This is an optimization exercise on Yosys and OpenROAD, whose aim is small area and a short achievable clock period, not a production implementation. Power and IR drop assume default switching activity.

==> flow/design.v <==
module fifo_sync #(
  parameter int WIDTH = 32,
  parameter int DEPTH = 16
)(
  input  logic              clk,
  input  logic              rst_n,
  input  logic              in_valid,
  output logic              in_ready,
  input  logic [WIDTH-1:0]  in_data,
  output logic              out_valid,
  input  logic              out_ready,
  output logic [WIDTH-1:0]  out_data,
  output logic              full,
  output logic              empty,
  output logic [$clog2(DEPTH+1)-1:0] count
);
  localparam int CW = $clog2(DEPTH+1);
  localparam int NS = DEPTH - 1;           
  logic [WIDTH-1:0] mem [NS];
  logic [WIDTH-1:0] head;
  logic [NS-1:0]    woh;                   
  logic             woh_n0;                
  logic [NS-1:1]    woh_hi;
  assign woh = {woh_hi, ~woh_n0};
  logic [NS-1:0]    roh;                   
  logic             roh_n0;                
  logic [NS-1:1]    roh_hi;
  assign roh = {roh_hi, ~roh_n0};
  logic [CW-1:0]    cnt;
  logic             full_r, vld_r, ge2_r;   
  logic push, pop, ram_push, ram_pop, head_en;
  assign push     = in_valid & ~full_r;
  assign pop      = out_ready & vld_r;
  assign ram_push = push & vld_r & ~(~ge2_r & out_ready);
  assign ram_pop  = out_ready & ge2_r;
  assign head_en  = ~vld_r | out_ready;
  logic [NS-1:0] wsel, rsel;
  assign wsel = woh & {NS{~full_r}};
  assign rsel = roh & {NS{ge2_r}};
  for (genvar g = 0; g < NS; g++) begin : slot
    logic [WIDTH-1:0] q;
    always_ff @(posedge clk) begin
      if (wsel[g]) q <= in_data;
    end
    assign mem[g] = q;
  end
  logic [WIDTH-1:0] head_d;
  always_comb begin
    head_d = {WIDTH{~ge2_r}} & in_data;
    for (int i = 0; i < NS; i++)
      head_d = head_d | ({WIDTH{rsel[i]}} & mem[i]);
  end
  always_ff @(posedge clk) begin
    if (head_en) head <= head_d;
  end
  always_ff @(posedge clk or negedge rst_n) begin
    if (!rst_n) begin
      woh_n0 <= 1'b0;
      woh_hi <= '0;
      roh_n0 <= 1'b0;
      roh_hi <= '0;
    end else begin
      if (ram_push) begin
        woh_n0 <= ~woh[NS-1];
        woh_hi <= woh[NS-2:0];
      end
      if (ram_pop) begin
        roh_n0 <= ~roh[NS-1];
        roh_hi <= roh[NS-2:0];
      end
    end
  end
  logic [CW-1:0] cnt_inc, cnt_dec, cnt_d;
  logic          is1, is15, ge3;
  assign cnt_inc = cnt + 1'b1;
  assign cnt_dec = cnt - 1'b1;
  assign is1     = (cnt == 1);
  assign is15    = (cnt == DEPTH - 1);
  assign ge3     = (cnt >= 3);
  logic full_d, vld_d, ge2_d;
  always_comb begin
    cnt_d  = cnt;
    full_d = full_r;
    vld_d  = vld_r;
    ge2_d  = ge2_r;
    if (push & ~pop) begin
      cnt_d  = cnt_inc;
      full_d = is15;
      vld_d  = 1'b1;
      ge2_d  = vld_r;
    end else if (pop & ~push) begin
      cnt_d  = cnt_dec;
      full_d = 1'b0;
      vld_d  = ~is1;
      ge2_d  = ge3;
    end
  end
  logic vld_o, nvld_o, full_o, nfull_o;
  always_ff @(posedge clk or negedge rst_n) begin
    if (!rst_n) begin
      vld_o   <= 1'b0;
      nvld_o  <= 1'b0;
      full_o  <= 1'b0;
      nfull_o <= 1'b0;
    end else begin
      vld_o   <= push | (vld_r & ~(pop & is1));
      nvld_o  <= push ? 1'b1 : (pop ? ~is1 : vld_r);
      full_o  <= ~pop & (full_r | (push & is15));
      nfull_o <= pop ? 1'b0 : (push ? is15 : full_r);
    end
  end
  always_ff @(posedge clk or negedge rst_n) begin
    if (!rst_n) begin
      cnt    <= '0;
      full_r <= 1'b0;
      vld_r  <= 1'b0;
      ge2_r  <= 1'b0;
    end else begin
      cnt    <= cnt_d;
      full_r <= full_d;
      vld_r  <= vld_d;
      ge2_r  <= ge2_d;
    end
  end
  assign out_data  = head;
  assign count     = cnt;
  assign full      = full_o;
  assign empty     = ~nvld_o;
  assign in_ready  = ~nfull_o;
  assign out_valid = vld_o;
endmodule
Settings: LEC_CHECK=0, CAP_MARGIN=20, CORE_MARGIN=2, CORE_UTILIZATION=55, CTS_CLUSTER_DIAMETER=100, CTS_CLUSTER_SIZE=24, SETUP_SLACK_MARGIN=1.9, SLEW_MARGIN=20; clock period 3.8 ns.
run.sh (not shown) runs the stock make flow with config.mk's settings and CLKGATE_MAP_FILE= SYNTH_SCRIPT=/design/flow/synth_recipe.tcl, a recipe that flattens the netlist after the stock synthesis.
The baseline passed the timing, DRC and antenna checks.
Rerun with:
--- a/flow/design.v
+++ b/flow/design.v
@@ -19,8 +19,8 @@
   logic [WIDTH-1:0] mem [NS];
   logic [WIDTH-1:0] head;
-  logic [NS-1:0]    woh;                   
-  logic             woh_n0;                
-  logic [NS-1:1]    woh_hi;
-  assign woh = {woh_hi, ~woh_n0};
+  logic [NS-1:0]    wsel;                  
+  logic             wsel_n0;               
+  logic [NS-1:1]    wsel_hi;
+  assign wsel = {wsel_hi, ~wsel_n0};
   logic [NS-1:0]    roh;                   
   logic             roh_n0;                
@@ -35,6 +35,5 @@
   assign ram_pop  = out_ready & ge2_r;
   assign head_en  = ~vld_r | out_ready;
-  logic [NS-1:0] wsel, rsel;
-  assign wsel = woh & {NS{~full_r}};
+  logic [NS-1:0] rsel;
   assign rsel = roh & {NS{ge2_r}};
   for (genvar g = 0; g < NS; g++) begin : slot
@@ -47,22 +46,17 @@
   logic [WIDTH-1:0] head_d;
   always_comb begin
-    head_d = {WIDTH{~ge2_r}} & in_data;
+    head_d = ({WIDTH{~head_en}} & head) |
+             ({WIDTH{head_en & ~ge2_r}} & in_data);
     for (int i = 0; i < NS; i++)
-      head_d = head_d | ({WIDTH{rsel[i]}} & mem[i]);
+      head_d = head_d | ({WIDTH{head_en & rsel[i]}} & mem[i]);
   end
   always_ff @(posedge clk) begin
-    if (head_en) head <= head_d;
+    head <= head_d;
   end
   always_ff @(posedge clk or negedge rst_n) begin
     if (!rst_n) begin
-      woh_n0 <= 1'b0;
-      woh_hi <= '0;
       roh_n0 <= 1'b0;
       roh_hi <= '0;
     end else begin
-      if (ram_push) begin
-        woh_n0 <= ~woh[NS-1];
-        woh_hi <= woh[NS-2:0];
-      end
       if (ram_pop) begin
         roh_n0 <= ~roh[NS-1];
@@ -123,4 +117,16 @@
     end
   end
+  logic [NS-1:0] wcur, wnext;
+  assign wcur  = full_r ? roh : wsel;
+  assign wnext = (ram_push ? {wcur[NS-2:0], wcur[NS-1]} : wcur) & {NS{~full_d}};
+  always_ff @(posedge clk or negedge rst_n) begin
+    if (!rst_n) begin
+      wsel_n0 <= 1'b0;
+      wsel_hi <= '0;
+    end else begin
+      wsel_n0 <= ~wnext[0];
+      wsel_hi <= wnext[NS-1:1];
+    end
+  end
   assign out_data  = head;
   assign count     = cnt;
Register-to-register slack got worse by 0.02 ns; die area stays flat; final area drops by about 2%; worst hold slack improved by 0.014 ns; first-iteration DRC count drops by about 6%; total power drops by about 2.8%; sequential cell count does not change; clock skew hardly moves; global-route usage drops by 2.0 points.
No functional check of the RTL was part of any run of this note.

## port drivers added, routing unchanged
In the flow no input, the clock included, has a driving cell. The finished layouts below were timed again as built, in two steps. Step 1: set_driving_cell puts a clkbuf_16 on clk and a buf_2 on each other input, an assumption about the parent block. Step 2 moves the port delays by t, midway between the first and last clock arrival at a register: inputs arrive t later, outputs are due t later. That takes back most of the time a late clock gives input paths. Three values: ideal ports, drivers, drivers and shift; two values: the first two.
| run | shift t [ns] | setup WS [ns] | worst data-port slew with drivers (ns) |
|---|---|---|---|
| the first run | 0.611 | 1.812 / 1.759 / 1.413 | 0.07 |
| the second run | 0.615 | 1.914 / 1.860 / 1.353 | 0.07 |
After both steps setup and hold are still met in every run listed. The setup slack of the second run, which loses most, moves by -0.054 ns with the drivers and by -0.561 ns with both steps.
